This is an optimization exercise on Yosys and OpenROAD, whose aim is small area, a short achievable clock period and few clock cycles per item, not a production implementation. The RTL was checked by simulation tests, not by an equivalence proof against the original design. Power is estimated from default activity; no workload was simulated.

--- design.v ---
module Rsa256Core (
	input          i_clk,
	input          i_rst,
	input          i_start,
	input  [255:0] i_a,  
	input  [255:0] i_d,  
	input  [255:0] i_n,
	output [255:0] o_a_pow_d,  
	output         o_finished
);
logic [255:0] test_input_t, test_input_d, test_input_n ;
logic [255:0] read_t, read_d, read_n ;
logic mont_f ;
logic expsqr_f;
logic [1:0] state_r, state_w;
logic [255:0] i_t;
logic start_expo_by_sqr ;
logic expo_by_sqr ;
logic [255:0] decrypt ;
assign o_a_pow_d = decrypt ;
assign o_finished =  expsqr_f;
MoP mop(
.rst(i_rst),
.clk(i_clk), 
.Divisor_N(i_n),
.Multipiler(i_a), 
.curr_state(state_r),
.Modulo_m(i_t),
.MoP_Done(start_expo_by_sqr)
);
always_comb begin
	state_w = 0 ;
	case(state_r)
	0 : state_w = (i_start)? 1 : 0 ;
	1 : state_w = (start_expo_by_sqr)? 0 : 1 ;
	2 : state_w = 0 ;
	3 : state_w = 0 ;
	endcase
end
always_comb begin
	read_t = (start_expo_by_sqr)? i_t : test_input_t ;
	read_d = (i_start)? i_d : test_input_d  ;
	read_n = (i_start)? i_n : test_input_n  ;
end
EXPO_by_SQR expo_sqr(
    .i_clk(i_clk),
    .i_rst(i_rst),
    .i_start(expo_by_sqr),
    .i_a(test_input_t), 
    .i_d(test_input_d),
    .i_n(test_input_n),
    .finish_expsqr(expsqr_f),
	.finish_all(decrypt)
);
always_ff @(posedge i_clk or posedge i_rst) begin
	if(i_rst)  state_r <= 0 ;
	else state_r <= state_w ;
end
always_ff @(posedge i_clk or posedge i_rst) begin
	if(i_rst)  begin
		test_input_t <= 0 ;
		test_input_d <= 0 ;
		test_input_n <= 0 ;
		expo_by_sqr <= 0 ;
	end
	else begin
		test_input_t <= read_t ;
		test_input_d <= read_d ;
		test_input_n <= read_n ;
		expo_by_sqr <= start_expo_by_sqr ;
	end
end
endmodule
module EXPO_by_SQR(
	input i_clk,
	input i_rst,
	input i_start,
	input [255:0] i_a, 
	input [255:0] i_d,
	input [255:0] i_n,
	output finish_expsqr,
	output [255:0] finish_all
);
logic [255:0] t_r, t_w;
logic [255:0] m_r, m_w;
logic [255:0] m_mul_t ;
logic [255:0] t_mul_t ;
logic [255:0] d, n;
logic [7:0] counter_r, counter_w;
logic [7:0] delay_counter ;
logic finish_signal_r;
logic finish_mont1 ;
logic finish_mont2 ;
logic start_mont ;
logic stay_start;
assign finish_expsqr = finish_signal_r && (counter_r==0) ; 
assign finish_all = m_r ;
always_comb begin
    counter_w = (i_start || stay_start)? 0 : (finish_mont1 | finish_mont2)? counter_r + 1 : counter_r ;
end
always_comb begin
	m_w = (i_start)? 256'd1 :(stay_start)? m_r : (d[counter_r]==1 && finish_mont1)? m_mul_t : m_r ;
	t_w = (i_start)? i_a    :(stay_start)? t_r : (finish_mont2)? t_mul_t : t_r ;
end
Mont m_mul_t_mod_n( .i_N(n), .i_a(m_r), .i_b(t_r) , .output_mod(m_mul_t) , .mont_finish(finish_mont1) , .i_clk(i_clk) , .i_rst(i_rst) , .i_start(i_start) );
Mont t_mul_t_mod_n( .i_N(n), .i_a(t_r), .i_b(t_r) , .output_mod(t_mul_t) , .mont_finish(finish_mont2) , .i_clk(i_clk) , .i_rst(i_rst) , .i_start(i_start) );
always_ff @(posedge i_clk or posedge i_rst) begin
	if (i_rst) begin
		counter_r <= 0 ;
		delay_counter <= 0 ;
		t_r <= 0 ;
		m_r <= 0 ;
		finish_signal_r <= 0 ;
		stay_start <= 0 ;
		n <= 0 ;
		d <= 0 ;
	end
	else begin
		counter_r <= counter_w ;
		delay_counter <= counter_r ;
		t_r <= t_w ;
		m_r <= m_w ;
		finish_signal_r <= (counter_r==8'd255)? 1 : 0 ;
		stay_start <= i_start ;
		n <= (i_start)? i_n : n  ;
		d <= (i_start)? i_d : d  ;
	end
end
endmodule
module Mont(
	input  [255:0] i_N,  
	input  [255:0] i_a,  
	input  [255:0] i_b,
	output [255:0] output_mod,
	output mont_finish,
	input  i_clk,
	input  i_rst,
	input  i_start
);
integer  i;
logic [256:0] m_r, m_w;
logic [7:0] mont_counter_r, mont_counter_w;
logic finish_one_task ; 
logic [257:0] temp1;
logic [257:0] temp2;
logic plus_logic ;
logic odd_logic ;
logic one_more_time ;
logic [1:0]state_r, state_w ;
assign plus_logic = (i_a[mont_counter_r]==1) ; 
assign odd_logic  = (temp1[0]==1) ; 
assign mont_finish = finish_one_task ;
assign output_mod = m_r[255:0] ;
always_comb begin
	mont_counter_w = (i_start || state_r==1)? 0 : mont_counter_r + 1 ;
end
always_comb begin
	state_w = 0 ;
	case(state_r)
	0 :    state_w = (mont_counter_r==255)? 1 : 0 ;
	1 :    state_w = 2 ;
	2 :    state_w = 0 ;
	3 :    state_w = 0 ;
	endcase
end
always_comb begin
	temp1 = (plus_logic)? m_r+i_b : m_r ;
	temp2 = (odd_logic)? temp1+i_N : temp1 ;
	m_w = (state_r==1)? m_r : (mont_counter_r==255)? ((temp2[257:1]>{1'b0,i_N})? temp2[257:1] - {1'b0,i_N} : temp2[257:1]  ) : temp2[257:1]  ;
end
always_ff @(posedge i_clk or posedge i_rst) begin
	if (i_rst) begin
		mont_counter_r <= 0 ;
		m_r <= 0 ;
		finish_one_task <= 0 ;
		state_r <= 0 ;
	end
	else begin
		mont_counter_r <= (i_start)? 0 : mont_counter_w ;
		m_r <= (i_start || (state_r==1))? 0 : m_w ;
		finish_one_task <= (mont_counter_r==255)  ;
		state_r <= (i_start)? 0 : state_w ;
	end
end
endmodule
module MoP(
rst,
clk, 
curr_state,
Divisor_N,
Multipiler, 
Modulo_m,
MoP_Done
);
input          rst, clk;
input  [1 : 0] curr_state;
input  [255:0] Divisor_N;
input  [255:0] Multipiler;
output [255:0] Modulo_m;
output         MoP_Done;
parameter   IDLE = 2'd00;  
parameter	PREP = 2'd01;  
logic [257:0] mod_count_r, mod_count_w;
logic [8  :0] counter_r, counter_w;
logic [257:0] Temp_T_r, Temp_T_w;
logic [257:0] Divis_r, Divis_w;
logic save_w, save_r;
always@(posedge rst or posedge clk)begin
	if(rst)begin
		mod_count_r    <= 0;
		counter_r      <= 0;
		Temp_T_r       <= 0;
		Divis_r        <= 0;
		save_r         <= 0;
	end
	else begin
		mod_count_r    <= mod_count_w;
		counter_r      <= counter_w;
		Temp_T_r       <= Temp_T_w;
		Divis_r        <= Divis_w;
		save_r         <= save_w;
	end
end 
always_comb begin: counter_work
	save_w = save_r;
	counter_w = counter_r;
	if(curr_state != PREP)begin
		counter_w = 0;
		save_w = 0;
	end
	else begin
		counter_w = (counter_r == 256) ? 0 : counter_r + 1;
		save_w = (counter_r == 256);
	end
end
always_comb begin: Value_assignment
	mod_count_w  = mod_count_r;
	Temp_T_w     = Temp_T_r;
	Divis_w      = Divis_r;
	if(curr_state != PREP)begin
		mod_count_w  = 0;
		Temp_T_w     = Multipiler;
		Divis_w      = Divisor_N;
	end
	else begin
		if(counter_r == 256)begin
			mod_count_w = (Temp_T_r >= Divis_r) ? Temp_T_r - Divis_r : Temp_T_r;
		end
		Temp_T_w = ((Temp_T_r << 1) >= Divis_r) ? (Temp_T_r << 1) - Divis_r : (Temp_T_r << 1);
	end
end
assign Modulo_m = (mod_count_r[255:0]);
assign MoP_Done = save_r;
endmodule
--- constraint.sdc ---
create_clock -name core_clock -period 16.0 [get_ports {i_clk}]
set_input_delay 3.2000 -clock core_clock [delete_from_list [all_inputs] [get_ports {i_clk}]]
set_output_delay 3.2000 -clock core_clock [all_outputs]
set_load 0.01 [all_outputs]
--- config.mk ---
export PLATFORM = sky130hd
export DESIGN_NAME = Rsa256Core
export DESIGN_NICKNAME = Rsa256Core
export VERILOG_FILES = /design/flow/design.v
export SDC_FILE = /design/flow/constraint.sdc
export NUM_CORES = 8
export LEC_CHECK = 0
export CAP_MARGIN = 20
export CORE_MARGIN = 2
export CORE_UTILIZATION = 40
export SETUP_SLACK_MARGIN = 0.5
export SLEW_MARGIN = 20
--- run.sh ---
#!/bin/bash
# synth_recipe.tcl (not shown) runs the flow's synth.tcl, then flattens the netlist and writes it again
# the make line also repeats each setting of config.mk as NAME=value (left out here)
make -C /OpenROAD-flow-scripts/flow DESIGN_CONFIG=/design/flow/config.mk WORK_HOME=/design/flow/orfs CLKGATE_MAP_FILE= SYNTH_SCRIPT=/design/flow/synth_recipe.tcl finish
==> run_results.csv <==
group,metric,value,unit
run_status,status,"finished clean",
yosys,synth-simple-area-share,0.166,
global_routing,overflow,0,
final_layout,n_fill_cell,68600,
global_routing,grtUsageTotal,0.456,
setup_path,crit_slowest_cell,"or4_1",
timing,max_freq,0.0647,GHz
setup_path,critical_path_required,16.97,ns
floorplanning,core.rowCount,305,
placed_design,place.detailed.hpwl,1400,mm
yosys,synth_edf_count,0,
clock_network,cts_inserted_buffers,380,
global_routing,grt_start_max_net_pins,177,
floorplanning,die-area,697000,um^2
global_routing,via_count_of_the_first_global_routing_pass,274000,
timing,slew_viol_final,0,
timing,period_minus_slack,15.46,ns
drt,drc,0,
yosys,synth_largest_type_area_fraction,0.283,
final_layout,layout_common_cells,"a21oi_1 (4833), nand2_1 (4426), dfrtp_1 (3107), o21ai_0 (3090), nor2_1 (2965)",
yosys,syn_area,276000,um^2
yosys,dominant_combinational_cell_family_by_area_after_synthesis,"compound AO/OA/AOI/OAI gates",
clock_network,max-clock-path-buffers,4,
timing,timing.slew.headroom,0.118,
placed_design,globalplace.congestion,1.13,
yosys,netlist_top_cells_area,"dfrtp_1 (28%), ha_1 (9.3%), a21oi_1 (8.8%)",
drt,drt-initial-drc-count,42000,
yosys,post_synthesis_xor_xnor_area_fraction,0.0642,
power,vdd_ir_drop_max,180,uV
yosys,synth.ff_latch_count,3120,
drt,detail_route.vias_per_cell,6.39,
clock_network,clock_tree.htree_level_count,5,
run,max_cap_viol_count,0,
timing,rsz_0062_raised_after_global_routing,"yes",
yosys,synthesis.instances,35000,
setup_path,cpMostUsedCell,"buf_12",
yosys,synth.mux.area_fraction,0.0966,
floorplanning,starting_density,0.401,
timing,skew,0.126,ns
setup_path,critical_path.startpoint_type,"flop",
clock_network,clk-insertion-delay-late,1.16,ns
placed_design,cell_area_placed,310000,um^2
floorplanning,dieHeight,835,um
yosys,synth_flop_cell,"dfrtp_1",
final_layout,design_area,325000,um^2
clock_network,cts-root-buf,"clkbuf_16",
final_layout,post_route_cells_drive_above_1_share,0.141,
yosys,synth.yosys.seq_area_share,0.283,
setup_path,slowest_delay,0.81,ns
clock_network,cts.reportedPaths.clkPinSlew,0.07,ns
power,report.power.total,33100,uW
yosys,yosysUniqueCellTypes,115,
power,leakage_component_of_the_power,0.147,uW
yosys,synth_warnings,4,
floorplanning,fp.coreArea,688000,um^2
drt,dr_total_vias,298000,
setup_path,r2r_setup_slack,0.54,ns
timing,timing.final.crit_share,0.966,
power,power-per-cell-area,102,nW/um^2
yosys,syn_nets,37800,
yosys,synth_compound_area_frac,0.248,
global_routing,number_of_antenna_violations_at_the_first_check_in_global_routing,361,
floorplanning,fp.dieW,835,um
final_layout,areaGrowthSynthToFinish,17.9,%
placed_design,port_buffers,1027,
yosys,synth_top_cell_by_area,"dfrtp_1",
timing,setup-violations-final,0,
drt,route.antenna.remaining_nets,0,
final_layout,final_net_count,39700,
yosys,synth-async-reset-ratio,1.00,
drt,drt-wirelength-per-cell,35.6,um
floorplanning,io_pins,1028,
setup_path,type_of_destination_of_the_critical_path,"flop",
setup_path,worstSetupPathType,"flop to flop",
drt,finalWirelength,1660,mm
final_layout,final_common_cell,"a21oi_1",
timing,worst_pin_slew,1.31,ns
hold_path,hold_path.class,"flop to flop",
yosys,synth_fa_ha_area_frac,0.0936,
setup_path,crit_path_max_fanout,23,
timing,final.hold.worst_slack,0.451,ns
yosys,syn_area_per_cell,7.89,um^2
clock_network,cts_sinks,3120,
setup_path,worst_ep_arrival_time,16.42,ns
clock_network,cts_tree,"built",
timing,finalHoldViolCount,0,
drt,firstDrtPassIters,10,
global_routing,grt_pass1_wl,2230,mm
-- kinds of logic after synthesis --
kind of cell               Yosys count
DFF                               3120
muxes                             2245
buffers and inverters             3473
adders and majority gates         2060
AOI/OAI and AO/OA                11700
and+or+nand+nor                  10300
xor gates and xnor gates          2022
-- sequential cells by signal, summed over array words and instances, names as in the netlist, 2 cells and up --
register                               flops
mop.Temp_T_r                             258
expo_sqr.counter_r                         8
expo_sqr.m_r                             256
expo_sqr.m_mul_t_mod_n.m_r               257
mop.mod_count_r                          256
mop.counter_r                              9
expo_sqr.t_r                             256
expo_sqr.t_mul_t_mod_n.m_r               257
mop.Divis_r                              256
expo_sqr.m_mul_t_mod_n.mont_counter_r      8
test_input_t                             256
expo_sqr.d                               256
expo_sqr.m_mul_t_mod_n.state_r             2
expo_sqr.t_mul_t_mod_n.mont_counter_r      8
test_input_n                             256
test_input_d                             256
expo_sqr.t_mul_t_mod_n.state_r             2
expo_sqr.n                               256
-- worst max-delay path, delay by kind of cell, from the launching register on --
family                     cells  cell delay [ns]
and+or+nand+nor               17             5.81
AOI/OAI and AO/OA             24             5.73
buffers and inverters         10             1.77
adders and majority gates      2             0.76
DFF                            1             0.55
muxes                          1             0.39
xor gates and xnor gates       1             0.12
-- per-stage QoR --
stage               setup TNS [ns]  utilization  instances  setup slack (ns)
finish                           0        0.473      46700             0.543
global route                     0        0.472      46500             0.386
CTS                              0        0.471      46400             0.561
detailed placement         -121.29        0.451      45700            -0.760
global placement           -174.42        0.451      45700            -0.917
floorplan                        -            -      35000            -30.63
-- report_power, final --
group / internal (uW) / leakage (uW) / switching, uW
combinational: 5150 / 0.0990 / 8890
sequential: 8520 / 0.0412 / 866
clock: 5550 / 0.00660 / 4150
-- per-layer routing --
layer  share of wire  global-route usage  vias up  routed length [um]
met5          0.0019              0.0154        -                3150
met4           0.054               0.207      158               90200
met3            0.16               0.248     2746              274000
met2            0.36               0.571    18700              601000
met1            0.42               0.624   147000              694000
li1                -                   -   129000                   -
-- Yosys cell counts (122+ instances only) --
cell type / number
a21boi_0: 193
o21a_1: 249
clkbuf_1: 1861
nor2b_1: 193
mux4_2: 188
nor2_1: 2972
a21oi_1: 4849
a21o_1: 1094
inv_1: 1365
xor2_1: 732
mux2i_1: 588
a31oi_1: 242
o21ai_0: 3117
o21ai_1: 122
nand2b_1: 210
ha_1: 2052
o31ai_1: 141
nand3_1: 293
nor3_1: 442
nand2_1: 4434
buf_2: 148
a211oi_1: 206
dfrtp_1: 3120
mux2_2: 1464
nor4_1: 141
o21bai_1: 709
nand4_1: 1032
xnor2_1: 1290
-- final cells by class --
class	count	area, um^2	area share
Antenna cell	237	593	0.00182
Sequential cell	3120	78100	0.240
Clock buffer	496	10600	0.0325
Clock inverter	213	3090	0.00948
Tap cell	9210	11500	0.0354
Timing Repair Buffer	3631	31100	0.0955
Multi-Input combinational cell	28400	185000	0.569
Inverter	1365	5130	0.0158
-- final timing paths --
check | from | end | depth (start not counted)
setup reg to reg | expo_sqr.m_mul_t_mod_n.mont_counter_r[1] | expo_sqr.m_mul_t_mod_n.m_r[61] | 55
min in group asynchronous | i_rst | test_input_t[36] | 3
hold reg to reg | mop.mod_count_r[137] | test_input_t[137] | 1
setup / recovery | expo_sqr.m_mul_t_mod_n.mont_counter_r[1] | expo_sqr.m_mul_t_mod_n.m_r[61] | 55
max in group asynchronous | i_rst | expo_sqr.d[96] | 6
hold / removal | mop.mod_count_r[137] | test_input_t[137] | 1
-- timing repair --
item	in CTS	in global routing
endpoints found under the hold margin	0	0
buffers inserted	11	10
endpoints found under the setup margin	513	514
hold buffers	0	0
pin swaps	1	7
gates resized for setup	19	73
Testbench counts, summed over its fixed seeds: cycles 1,585,256, ops 24.

[afterwards: timing with drivers on the ports]
The flow's constraints put no driver on any port. The routed layout listed below was extracted and timed again, unchanged, in two steps. Step 1 sets driving cells, clkbuf_16 on the clock port and buf_2 on the other inputs (assumed; they add their load-dependent delay and slew). Step 2, shift: input delay + t, output delay - t, t = (earliest + latest rising clock arrival at the registers) / 2. This alone moves slack from input paths to output paths. Slacks: ideal / step 1 / step 2; pairs: ideal / step 1.
t, ns: 1.248
setup WS [ns]: 0.543 / 0.543 / 0.543
hold slack, ns: 0.451 / 0.451 / 0.451
worst setup path at the end: register to register
worst data-port slew with drivers (ns): 0.43
After both steps setup and hold are still met in this run. The setup slack of this run moves by 0.000 ns with the drivers and by 0.000 ns with both steps.
